Source: an optimization exercise on an open RTL-to-GDS flow (aim: a short achievable clock period and few clock cycles). Production flows keep margins and buffers that such runs may drop.
Function was checked by simulation only, so behaviour that the tests miss may differ from the original.

--- flow/run.sh ---
#!/bin/bash
# synth_recipe.tcl (not shown) runs the flow's synth.tcl, then flattens the netlist and writes it again
# the make line also repeats each setting of config.mk as NAME=value (left out here)
make -C /OpenROAD-flow-scripts/flow DESIGN_CONFIG=/design/flow/config.mk WORK_HOME=/design/flow/orfs CLKGATE_MAP_FILE= SYNTH_SCRIPT=/design/flow/synth_recipe.tcl finish
--- flow/config.mk ---
export PLATFORM = sky130hd
export DESIGN_NAME = CPU
export DESIGN_NICKNAME = CPU
export VERILOG_FILES = /design/flow/design.v
export SDC_FILE = /design/flow/constraint.sdc
export NUM_CORES = 4
export LEC_CHECK = 0
export CAP_MARGIN = 20
export CORE_MARGIN = 2
export CORE_UTILIZATION = 40
export SLEW_MARGIN = 20
--- flow/constraint.sdc ---
create_clock -name core_clock -period 10.0 [get_ports {clk}]
set_input_delay 2.0000 -clock core_clock [delete_from_list [all_inputs] [get_ports {clk}]]
set_output_delay 2.0000 -clock core_clock [all_outputs]
set_load 0.01 [all_outputs]
--- flow/design.v ---
	parameter cmp = 5'b11000;
	parameter load_r = 5'b11001;
	parameter store_r = 5'b11010;
	parameter br = 5'b11011;
	parameter cmpi = 5'b11100;
	parameter load = 5'b11101;
	parameter store = 5'b11110;
	parameter load_i = 5'b11111;
	parameter b = 5'b10000;
	parameter beq = 5'b10001;
	parameter bne = 5'b10010;
	parameter bhe = 5'b10011;
	parameter bst = 5'b10100;
	parameter bleq = 5'b10101;
	parameter blne = 5'b10110;
	parameter bl = 5'b10111;
	parameter WORD_SIZE = 16, ALU_OP_SIZE = 3, REG_ADDR_SIZE = 3;
module mux2(out, select, in0, in1, in2, in3);
	parameter WORD_SIZE = 16;
	output reg [WORD_SIZE-1:0] out;
	input [WORD_SIZE-1:0] in0, in1, in2, in3;
	input [1:0] select;
	always@* begin
		case(select)
			2'b00: out = in0;
			2'b01: out = in1;
			2'b10: out = in2;
			2'b11: out = in3;
		endcase
	end
endmodule
module ALU(out, flags, op, in_a, in_b);
	parameter WORD_SIZE = 16, OP_SIZE = 3;
	output reg[WORD_SIZE-1:0] out;
	output[WORD_SIZE-1:0] flags;
	input[OP_SIZE-1:0] op;
	input[WORD_SIZE-1:0] in_a;
	input[WORD_SIZE-1:0] in_b;
	always@(op,in_a,in_b) begin
		case(op)
			1'b0: out = in_a + in_b;
			1'b1: out = in_a - in_b;
			2'b10: out = ~in_a;
			2'b11: out = in_a & in_b;
			3'b100: out = in_a | in_b;
			3'b101: out = in_a ^ in_b;
			3'b110: out = in_a * in_b;
			3'b111: out = in_a >> in_b;
		endcase
	end
	assign flags[WORD_SIZE-1:3] = 0;
	assign flags[0] = (in_a == in_b);
	assign flags[1] = (in_a >= in_b);
	assign flags[2] = (out == 0);
endmodule
module register_file(reg_buff1, reg_buff2, write, addr1, addr2, addr_in,
							data_in, clk, write_buff1, write_buff2);
	parameter WORD_SIZE = 16, REG_NUM = 8;
	output reg [WORD_SIZE-1:0] reg_buff1,reg_buff2;
	input write, clk, write_buff1, write_buff2;
	input [2:0] addr1, addr2, addr_in;
	input [WORD_SIZE-1:0] data_in;
	reg [WORD_SIZE-1:0] reg_file[REG_NUM-1:0];
	always@(posedge clk) begin
		if(write_buff1)
			reg_buff1 <= reg_file[addr1];
		if(write_buff2)
			reg_buff2 <= reg_file[addr2];
	end
	always@(posedge clk) begin
		if(write) reg_file[addr_in] <= data_in;
	end
endmodule
module ir_decode(instruction_reg, reg_addr2, reg_addr1, reg_addr_in,
					  imm1, imm2, imm3, alu_op, opcode);
	parameter cmp = 5'b11000;
	parameter load_r = 5'b11001;
	parameter store_r = 5'b11010;
	parameter br = 5'b11011;
	parameter cmpi = 5'b11100;
	parameter load = 5'b11101;
	parameter store = 5'b11110;
	parameter load_i = 5'b11111;
	parameter b = 5'b10000;
	parameter beq = 5'b10001;
	parameter bne = 5'b10010;
	parameter bhe = 5'b10011;
	parameter bst = 5'b10100;
	parameter bleq = 5'b10101;
	parameter blne = 5'b10110;
	parameter bl = 5'b10111;
	parameter WORD_SIZE = 16, ALU_OP_SIZE = 3, REG_ADDR_SIZE = 3;
	input [WORD_SIZE-1:0] instruction_reg;
	output [REG_ADDR_SIZE-1:0] reg_addr1, reg_addr_in;
	output reg [REG_ADDR_SIZE-1:0] reg_addr2;
	output [10:0] imm1;
	output [7:0] imm2;
	output [4:0] imm3;
	output [ALU_OP_SIZE-1:0] alu_op;
	output [4:0] opcode;
	wire [REG_ADDR_SIZE-1:0] rc, rb, ra;
	assign ra = instruction_reg[2:0];
	assign rb = instruction_reg[5:3];
	assign rc = instruction_reg[8:6];
	assign imm1 = instruction_reg[10:0];
	assign imm2 = instruction_reg[10:3];
	assign imm3 = instruction_reg[10:6];
	assign opcode = instruction_reg[15:11];
	assign alu_op = (opcode == load_r || opcode == store_r) ? 3'b000 : opcode[2:0];
	parameter lr = 3'b111;
	assign reg_addr1 = (opcode == br || opcode == store || opcode == cmp || opcode == cmpi) ? ra : rb;
	always@(*) begin
		if(opcode == store_r) reg_addr2 = ra;
		else if(opcode == cmp) reg_addr2 = rb;
		else reg_addr2 = rc;
	end
	assign reg_addr_in = (opcode == bl) ? lr : ra;
endmodule
module control_unit(clk, reset, ALU_in2_mux, mem_out_mux, PC_mux, memory_addr_mux, data_in_mux,
						  reg_buff1_write, reg_buff2_write, status_reg_write, ALU_out_write,
						  reg_write, PC_write, IR_write, memory_write, opcode, status_reg);
	parameter cmp = 5'b11000;
	parameter load_r = 5'b11001;
	parameter store_r = 5'b11010;
	parameter br = 5'b11011;
	parameter cmpi = 5'b11100;
	parameter load = 5'b11101;
	parameter store = 5'b11110;
	parameter load_i = 5'b11111;
	parameter b = 5'b10000;
	parameter beq = 5'b10001;
	parameter bne = 5'b10010;
	parameter bhe = 5'b10011;
	parameter bst = 5'b10100;
	parameter bleq = 5'b10101;
	parameter blne = 5'b10110;
	parameter bl = 5'b10111;
	parameter WORD_SIZE = 16, ALU_OP_SIZE = 3, REG_ADDR_SIZE = 3;
	input clk, reset;
	input [4:0] opcode;
	input [WORD_SIZE-1:0] status_reg;
	output reg mem_out_mux;
	output reg [1:0] ALU_in2_mux, PC_mux, memory_addr_mux, data_in_mux;
	output reg reg_buff1_write, reg_buff2_write, status_reg_write, ALU_out_write;
	output reg reg_write, PC_write, IR_write, memory_write;
	parameter fetch = 0, decode = 1, execute = 2, memory_access = 3, write_back = 4, reset_st = 5;
	reg [2:0] stage;
	always @(*) begin
		disable_write_signals;
		zero_muxes;
		case(stage)
			fetch: begin
				memory_addr_mux = 0;
				IR_write = 1;
				PC_mux = 0;
				PC_write = 1;
			end
			decode: begin
				reg_buff1_write = (alu_op(opcode) || inst_type(opcode) == 2 ||
										 opcode == store ||  opcode == store_r ||
										 opcode == load_r || cmp_op(opcode));
				reg_buff2_write = (inst_type(opcode) == 1 || opcode == cmp ||
										 opcode == store_r || opcode == cmp);
			end
			execute: begin
				if((inst_type(opcode) == 1 || opcode == cmp)) ALU_in2_mux = 0;
				else if(opcode == cmpi) ALU_in2_mux = 2;
				else ALU_in2_mux = 1;
				ALU_out_write = 1;
				if(opcode != load_r && opcode != store_r) status_reg_write = 1;
			end
			memory_access: begin
				if(opcode == load || opcode == load_r) begin
					if(opcode == load) memory_addr_mux = 2;
					else memory_addr_mux = 3;
					data_in_mux = 1;
					reg_write = 1;
				end
				if(opcode == store || opcode == store_r) begin
					if(opcode == store) memory_addr_mux = 2;
					else memory_addr_mux = 3;
					mem_out_mux = (opcode == store);
					memory_write = 1;
				end
			end
			write_back: begin
				if(write_reg_file(opcode)) begin
					if(opcode == load_i) data_in_mux = 2;
					else if(opcode == bl) data_in_mux = 3;
					else if(alu_op(opcode)) data_in_mux = 0;
					reg_write = 1;
				end
				if(inst_type(opcode) == 4 || opcode == br) begin
					if(opcode == br) PC_mux = 2;
					else PC_mux = 1;
					PC_write = 1;
				end
			end
			reset_st: begin
				PC_mux = 3;
				PC_write = 1;
			end
		endcase
	end
	always @(posedge clk or posedge reset) begin
		if(reset) begin
			stage <= reset_st;
		end else
		case(stage)
			fetch: stage <= decode;
			decode:
				if(opcode == load_i || opcode == br || (inst_type(opcode) == 4 &&	
						~cancel_branch(opcode, status_reg[1:0])))
					stage <= write_back;
				else if(cancel_branch(opcode, status_reg[1:0]))
					stage <= fetch;
				else if(opcode == load || opcode == store)
					stage <= memory_access;
				else
					stage <= execute;
			execute:
				if(cmp_op(opcode))
					stage <= fetch;
				else if(opcode == load_r || opcode == store_r)
					stage <= memory_access;
				else
					stage <= write_back;
			memory_access: stage <= fetch;
			write_back: stage <= fetch;
			reset_st: stage <= fetch;
		endcase
	end
	task disable_write_signals;
		{reg_buff1_write, reg_buff2_write, status_reg_write, ALU_out_write, 
			reg_write, PC_write, IR_write, memory_write} = 0;
	endtask
	task zero_muxes;
		{ALU_in2_mux, mem_out_mux, PC_mux, memory_addr_mux, data_in_mux} = 0;
	endtask
	function [2:0] inst_type;
		input [4:0] op;
		if(op[4:3] == 2'b00) inst_type = 1;
		else if(op[4:2] == 3'b110 || op[4:3] == 2'b01) inst_type = 2;
		else if(op[4:2] == 3'b111) inst_type = 3;
		else if(op[4:3] == 2'b10) inst_type = 4;
		else inst_type = 0;
	endfunction
	function alu_op;
		input [4:0] op;
		alu_op = ~op[4];
	endfunction
	function write_reg_file;
		input [4:0] op;
		write_reg_file = (op == load_i || op == bl || alu_op(op));
	endfunction
	function cancel_branch;
		input [4:0] op;
		input [1:0] cond;
		cancel_branch = (((op == beq) && ~cond[0]) || ((op == bne) && cond[0])
							||((op == bleq) && ~cond[0]) || ((op == blne) && cond[0])
							||((op == bhe) && ~cond[1]) || ((op == bst) && cond[1]));
	endfunction
	function cmp_op;
		input [4:0] op;
		cmp_op = (op == cmp || op == cmpi);
	endfunction
	function load_op;
		input [4:0] op;
		load_op = (op == load || op == load_r);
	endfunction
	function store_op;
		input [4:0] op;
		store_op = (op == store || op == store_r);
	endfunction
endmodule
module datapath(clk, ALU_in2_mux, mem_out_mux, PC_mux, memory_addr_mux, data_in_mux,
					 reg_buff1_write, reg_buff2_write, status_reg_write, ALU_out_write,
					 reg_write, PC_write, IR_write,
					 memory_in, memory_addr, memory_out,
					 opcode, status_reg);
	parameter WORD_SIZE = 16, ALU_OP_SIZE = 3, REG_ADDR_SIZE = 3;
	input clk;
	input mem_out_mux;
	input [1:0] ALU_in2_mux, PC_mux, memory_addr_mux, data_in_mux;
	input reg_buff1_write, reg_buff2_write, status_reg_write, ALU_out_write;
	input reg_write, PC_write, IR_write;
	input [WORD_SIZE-1:0] memory_in;
	output [WORD_SIZE-1:0] memory_addr, memory_out;
	output [4:0] opcode;
	output reg [WORD_SIZE-1:0] status_reg;
	reg [WORD_SIZE-1:0] ALU_out_buff, PC, inst_reg;
	wire [WORD_SIZE-1:0] ALU_out, ALU_flags, ALU_in2, PC_in_wire;
	wire [WORD_SIZE-1:0] reg_buff1, reg_buff2, data_in;
	wire [REG_ADDR_SIZE-1:0] reg_addr1, reg_addr2, reg_addr_in;
	wire [ALU_OP_SIZE-1:0] ALU_op;
	wire [10:0] imm1;
	wire [7:0] imm2;
	wire [4:0] imm3;
	mux2 reg_file_mux(data_in, data_in_mux, ALU_out_buff, memory_in, imm2, PC);
	register_file registers(reg_buff1, reg_buff2, reg_write, reg_addr1, reg_addr2,
									reg_addr_in, data_in, clk, reg_buff1_write, reg_buff2_write);
	ALU alu(ALU_out, ALU_flags, ALU_op, reg_buff1, ALU_in2);
	mux2 ALU_mux(ALU_in2, ALU_in2_mux, reg_buff2, imm3, imm2, 0);
	always@(posedge clk) if(ALU_out_write) ALU_out_buff <= ALU_out;
	always@(posedge clk) if(status_reg_write) status_reg <= ALU_flags;
	ir_decode ir_decode(inst_reg, reg_addr2, reg_addr1, reg_addr_in,
				 imm1, imm2, imm3, ALU_op, opcode);
	always@(posedge clk) if(IR_write) inst_reg <= memory_in;
	mux2 PC_mux2(PC_in_wire, PC_mux, PC+1, imm1, reg_buff1, 0);
	always@(posedge clk) if(PC_write) PC <= PC_in_wire;
	mux2 Memory_mux2(memory_addr, memory_addr_mux, PC, reg_buff1, imm2, ALU_out_buff);
	assign memory_out = (mem_out_mux) ? reg_buff1 : reg_buff2;
endmodule
module CPU(clk, reset, memory_in, memory_addr, memory_out, memory_write);
	parameter WORD_SIZE = 16, ALU_OP_SIZE = 3, REG_ADDR_SIZE = 3;
	input clk, reset;
	input [WORD_SIZE-1:0] memory_in;
	output [WORD_SIZE-1:0] memory_addr, memory_out;
	output memory_write;
	wire mem_out_mux;
	wire [1:0] ALU_in2_mux, PC_mux, memory_addr_mux, data_in_mux;
	wire reg_buff1_write, reg_buff2_write, status_reg_write, ALU_out_write;
	wire reg_write, PC_write, IR_write;
	wire [4:0] opcode;
	wire [WORD_SIZE-1:0] status_reg;
	control_unit control_unit(clk, reset, ALU_in2_mux, mem_out_mux, PC_mux, memory_addr_mux, data_in_mux,
					 reg_buff1_write, reg_buff2_write, status_reg_write, ALU_out_write,
					 reg_write, PC_write, IR_write, memory_write, opcode, status_reg);
	datapath datapath(clk, ALU_in2_mux, mem_out_mux, PC_mux, memory_addr_mux, data_in_mux,
				reg_buff1_write, reg_buff2_write, status_reg_write, ALU_out_write,
				reg_write, PC_write, IR_write,
				memory_in, memory_addr, memory_out,
				opcode, status_reg);
endmodule
==> impl_table.tex <==
\begin{tabular}{lr}
\hline
Metric & Value \\
\hline
\multicolumn{2}{l}{\textbf{Cells and area}} \\
\quad Post-layout util & 44.86\% \\
\quad Area growth from synthesis to final layout & 11.18\% \\
\quad Total non-filler cell area in the finished layout & between 0.015 and 0.02 sq mm \\
\quad Number of filler instances in the final layout & between 4000 and 5000 \\
\quad Max FFs per register & approximately 130 \\
\quad Top reg by flops & datapath.registers.reg\_file \\
\quad Nets & between 1500 and 2000 \\
\quad Layout cell share with drive strength beyond 1 & a little over an eighth \\
\quad Total area of sequential cells & about 0.0064 sq mm \\
\quad Antenna diodes & 0 \\
\quad Multi-input logic area & between 0.01 and 0.015 sq mm \\
\multicolumn{2}{l}{\textbf{Setup path}} \\
\quad Biggest fanout along the worst timing path & 17 \\
\quad Worst setup path startpoint & datapath.inst\_reg[11] \\
\quad Crit path max-delay cell type & sky130\_fd\_sc\_hd\_\_a221o\_1 \\
\quad End of the critical path & datapath.ALU\_out\_buff[13] \\
\quad Setup CP Type & reg2reg \\
\quad Delay of the slowest cell on the worst path & 0.74 ns \\
\quad CP endpoint kind & flop \\
\quad Arrival time at the worst endpoint & roughly 8.4 ns \\
\quad Cells along the critical path & nand4bb\_1 -> o211ai\_4 -> a221o\_1 -> buf\_4 -> nand2\_1 -> fa\_1 -> inv\_1 -> fa\_1 -> ha\_1 -> fa\_1 -> inv\_1 -> fa\_1 -> fa\_1 -> inv\_1 -> ha\_1 -> o21ai\_0 -> a21oi\_1 -> o41ai\_1 -> o21ai\_0 -> xnor2\_1 -> o211a\_1 -> a221o\_1 -> a22oi\_1 \\
\quad Reg2reg end & datapath.ALU\_out\_buff[13] \\
\quad Data required time of the worst path & roughly 10 ns \\
\quad Kind of cell adding the most delay to the critical path & adder cells \\
\quad CP dominant cell by count & sky130\_fd\_sc\_hd\_\_fa\_1 \\
\quad R2R Path Start & datapath.inst\_reg[11] \\
\quad Count of cells along the worst register-to-register path & 23 \\
\quad Critical path buffers and inverters & 4 \\
\quad Startpoint Class & flop \\
\quad Register-to-register setup slack & around 2.0 ns \\
\quad Crit. path cell count & 23 \\
\multicolumn{2}{l}{\textbf{Floorplan}} \\
\quad Die Span Y & about 210 um \\
\quad Floorplan row count & between 70 and 80 \\
\quad Die Footprint & 0.04504 sq mm \\
\quad Total core area & $\sim$0.043 sq mm \\
\quad Width of the die & approximately 210 um \\
\quad Initial core utilization & about two fifths \\
\quad I/O pin total & 51 \\
\multicolumn{2}{l}{\textbf{Placement}} \\
\quad Number of I/O port buffers & 50 \\
\quad DP Area & $\sim$0.019 sq mm \\
\quad Global placer's final weighted congestion & around 0.94 \\
\quad Placed wire-length estimate & between 40000 and 50000 um \\
\multicolumn{2}{l}{\textbf{STA}} \\
\quad Count of pins over their slew limit & 0 \\
\quad Worst slew margin & a little over a third \\
\quad Tightest hold margin & a little over 0.6 ns \\
\quad Slew of the pin with the lowest slew margin & between 0.9 and 1 ns \\
\quad Upper clock frequency limit & 124.4 MHz \\
\quad Final number of hold-violating endpoints & 0 \\
\quad Fin crit share & between 80\% and 90\% \\
\quad Fin Setup TNS & 0 ns \\
\quad Final-report setup violation count & 0 \\
\quad Maximum clock skew at final layout & roughly 0.022 ns \\
\quad RSZ-0062 raised after global routing & false \\
\quad Final period demand of the worst path & 8.040 ns \\
\multicolumn{2}{l}{\textbf{Yosys}} \\
\quad Library cells used by synthesis & 80 \\
\quad Portion of the post-synthesis area used by sequential elements & 36.81\% \\
\quad Post-synth design cell area & about 0.017 sq mm \\
\quad Cell accounting for the most synthesized area & sky130\_fd\_sc\_hd\_\_edfxtp\_1 \\
\quad Yosys warning count & 14 \\
\quad Mean instance size in the synthesized netlist & between 10 and 15 sq um \\
\quad Primary flip-flop cell chosen by synthesis mapping & sky130\_fd\_sc\_hd\_\_edfxtp\_1 \\
\quad Flop and latch count out of synthesis & between 200 and 250 \\
\quad Area contributors post-synth & sky130\_fd\_sc\_hd\_\_edfxtp\_1, sky130\_fd\_sc\_hd\_\_fa\_1, sky130\_fd\_sc\_hd\_\_mux4\_2, sky130\_fd\_sc\_hd\_\_ha\_1, sky130\_fd\_sc\_hd\_\_nand2\_1 \\
\quad Synth top area share & a little over a third \\
\quad Async set-or-reset flop fraction in the synthesized netlist & around 1.4\% \\
\quad Number of flops mapped to enable cells by yosys & 210 \\
\quad Post-Synthesis Cells & roughly 1600 \\
\quad Mapped Nets & approximately 1800 \\
\multicolumn{2}{l}{\textbf{Drt}} \\
\quad Violation count after the first detailed-routing iteration & roughly 1600 \\
\quad Detail Route Antenna Nets & 0 \\
\quad Router iterations before antenna repair & 6 \\
\quad Total length of routed wires & around 57000 um \\
\quad Via count of the routed design & 13355 \\
\quad DRC violations left & 0 \\
\quad Vias/cell & around 6.0 \\
\quad Average wire length per cell after detail routing & approximately 25 um \\
\multicolumn{2}{l}{\textbf{Clock network}} \\
\quad Count of hold-fix buffers inserted at cts & 0 \\
\quad Number of buffers on the longest clock path & 3 \\
\quad Clock insertion delay at the later pin of the skew report & around 0.51 ns \\
\quad Count of H-tree levels built during CTS & 1 \\
\quad Total clock buffers created by CTS & 21 \\
\quad Total of cells resized after clock tree synthesis & 0 \\
\quad Number of buffers inserted by post-CTS setup repair & 0 \\
\quad Number of clock sinks & 213 \\
\quad CTS clock-pin slew for the worst setup and hold paths & 0.06 ns \\
\quad Master cell of the clock root buffer & sky130\_fd\_sc\_hd\_\_clkbuf\_16 \\
\quad Clock tree from TritonCTS & built \\
\multicolumn{2}{l}{\textbf{Global routing}} \\
\quad Largest net degree at the start of global routing & 33 \\
\quad First-pass GRT wire length & approximately 85000 um \\
\quad Overall overflow remaining after global route & 0 \\
\quad Initial antenna violation count & 2 \\
\quad Vias in the first global route & around 14000 \\
\quad GR Util All Layers & about a quarter \\
\multicolumn{2}{l}{\textbf{Outcome}} \\
\quad Outcome & no timing/DRC/antenna violations \\
\multicolumn{2}{l}{\textbf{Flow run}} \\
\quad Total of max-cap violations & 0 \\
\multicolumn{2}{l}{\textbf{Min path}} \\
\quad Path category of the worst min-delay check & reg2reg \\
\hline
\end{tabular}
## worst min-delay path by stage
stage / start / to / slack [ns] / depth (start not counted)
3_3_place_gp: control_unit.stage[2] / control_unit.stage[2] / 0.60 / 1
3_5_place_dp: control_unit.stage[2] / control_unit.stage[2] / 0.61 / 1
6_report: control_unit.stage[2] / control_unit.stage[2] / 0.62 / 1
5_1_grt: control_unit.stage[2] / control_unit.stage[2] / 0.64 / 1
2_1_floorplan: control_unit.stage[2] / control_unit.stage[2] / 0.56 / 1
4_1_cts: control_unit.stage[2] / control_unit.stage[2] / 0.62 / 1
## synth_stat cells (5+ instances only)
| library cell | n |
|---|---|
| sky130_fd_sc_hd__nand2b_1 | 9 |
| sky130_fd_sc_hd__or3_1 | 6 |
| sky130_fd_sc_hd__clkbuf_1 | 78 |
| sky130_fd_sc_hd__o21bai_1 | 9 |
| sky130_fd_sc_hd__mux2i_1 | 29 |
| sky130_fd_sc_hd__and3_1 | 10 |
| sky130_fd_sc_hd__o211ai_1 | 7 |
| sky130_fd_sc_hd__nand2_1 | 172 |
| sky130_fd_sc_hd__inv_1 | 159 |
| sky130_fd_sc_hd__o21ai_0 | 53 |
| sky130_fd_sc_hd__o221ai_1 | 18 |
| sky130_fd_sc_hd__nor3_1 | 34 |
| sky130_fd_sc_hd__nand3_1 | 19 |
| sky130_fd_sc_hd__a22o_1 | 23 |
| sky130_fd_sc_hd__a21o_1 | 9 |
| sky130_fd_sc_hd__or2_2 | 5 |
| sky130_fd_sc_hd__a22oi_1 | 29 |
| sky130_fd_sc_hd__ha_1 | 104 |
| sky130_fd_sc_hd__mux2_2 | 51 |
| sky130_fd_sc_hd__nor2_1 | 133 |
| sky130_fd_sc_hd__a21oi_1 | 71 |
| sky130_fd_sc_hd__fa_1 | 81 |
| sky130_fd_sc_hd__a31oi_1 | 5 |
| sky130_fd_sc_hd__a221oi_1 | 10 |
| sky130_fd_sc_hd__buf_1 | 6 |
| sky130_fd_sc_hd__o22ai_1 | 5 |
| sky130_fd_sc_hd__xnor2_1 | 50 |
| sky130_fd_sc_hd__and2_1 | 12 |
| sky130_fd_sc_hd__edfxtp_1 | 210 |
| sky130_fd_sc_hd__buf_2 | 9 |
| sky130_fd_sc_hd__nand4_1 | 5 |
| sky130_fd_sc_hd__mux4_2 | 64 |
| sky130_fd_sc_hd__a211oi_1 | 11 |
| sky130_fd_sc_hd__nor2b_1 | 13 |
| sky130_fd_sc_hd__nor4_1 | 6 |
| sky130_fd_sc_hd__xor2_1 | 17 |
## logic make-up after synthesis
| family | count (synthesis) | synth area share, % |
|---|---|---|
| AO/OA/AOI/OAI | 300 | 11.99 |
| XOR/XNOR | 69 | 3.643 |
| adder cells (fa/ha/maj) | 187 | 16.97 |
| buffers and inverters | 264 | 5.923 |
| flip-flops | 213 | 36.81 |
| multiplexers | 144 | 13.30 |
| AND/OR/NAND/NOR | 441 | 11.37 |
## layout by cell type, fill, tap and decap left out, types with 45 or more instances in the layout
cell type / instances
sky130_fd_sc_hd__edfxtp_1: 210
sky130_fd_sc_hd__nand2_1: 172
sky130_fd_sc_hd__inv_1: 159
sky130_fd_sc_hd__nor2_1: 133
sky130_fd_sc_hd__ha_1: 104
sky130_fd_sc_hd__fa_1: 81
sky130_fd_sc_hd__a21oi_1: 69
sky130_fd_sc_hd__mux4_2: 64
sky130_fd_sc_hd__mux2_2: 51
sky130_fd_sc_hd__o21ai_0: 51
sky130_fd_sc_hd__xnor2_1: 50
sky130_fd_sc_hd__clkdlybuf4s50_1: 50
sky130_fd_sc_hd__buf_4: 45
## routing by layer
metal,GRT usage [%],share of wire [%]
met1,32.85,39
met2,44.24,49
met3,2.733,7.8
met4,10.27,4.5
met5,0,0.023
## worst register-to-register path: stages (launching register included)
cell and delay [ns]:
sky130_fd_sc_hd__edfxtp_1 0.69, sky130_fd_sc_hd__nand4bb_1 0.47, sky130_fd_sc_hd__o211ai_4 0.50, sky130_fd_sc_hd__a221o_1 0.74
sky130_fd_sc_hd__buf_4 0.32, sky130_fd_sc_hd__nand2_1 0.10, sky130_fd_sc_hd__fa_1 0.54, sky130_fd_sc_hd__inv_1 0.06
sky130_fd_sc_hd__fa_1 0.47, sky130_fd_sc_hd__ha_1 0.20, sky130_fd_sc_hd__fa_1 0.47, sky130_fd_sc_hd__inv_1 0.05
sky130_fd_sc_hd__fa_1 0.48, sky130_fd_sc_hd__fa_1 0.49, sky130_fd_sc_hd__inv_1 0.05, sky130_fd_sc_hd__ha_1 0.32
sky130_fd_sc_hd__o21ai_0 0.10, sky130_fd_sc_hd__a21oi_1 0.08, sky130_fd_sc_hd__o41ai_1 0.43, sky130_fd_sc_hd__o21ai_0 0.25
sky130_fd_sc_hd__xnor2_1 0.26, sky130_fd_sc_hd__o211a_1 0.27, sky130_fd_sc_hd__a221o_1 0.31, sky130_fd_sc_hd__a22oi_1 0.20
## cell type report
type	instances	share of cell area, %
multi-input combinational	1141	52.06
clock inverter	9	0.5256
inverter	169	3.342
clock buffer	26	2.823
sequential	213	33.11
timing repair buffer	95	4.348
tap	585	3.796
## per-stage QoR
| step | std cells | worst slack, ns |
|---|---|---|
| floorplan | 1618 | 2.821 |
| global placement | 2203 | 2.244 |
| detailed placement | 2203 | 2.052 |
| CTS | 2238 | 2.015 |
| global route | 2238 | 1.460 |
| finish | 2238 | 1.960 |
Testbench counts, summed over its fixed seeds: cycles 878,023.

[static timing again, ports no longer ideal]
The flow's constraints put no driver on any port. The routed layout listed below was extracted and timed again, unchanged, in two steps.
Step 1 sets driving cells, clkbuf_16 on the clock port and buf_2 on the other inputs (assumed; they add their load-dependent delay and slew).
Step 2 adds t to the input delays and takes it off the output delays; t is the mean of the earliest and latest rising clock arrival at the registers after step 1. Input paths then give back, and output paths get back, about the clock's delay inside the block.
a / b / c = ideal / step 1 / step 2; a / b = the first two.
shift t [ns]: 0.545
setup slack, ns: 1.960 / 1.960 / 1.960
slew at the worst register clock pin (ns): 0.06 / 0.06
cell pins on the clock port's net: 1
After both steps this run still meets setup and hold. For this run, drivers alone change the setup slack by 0.000 ns; drivers and shift together by 0.000 ns.
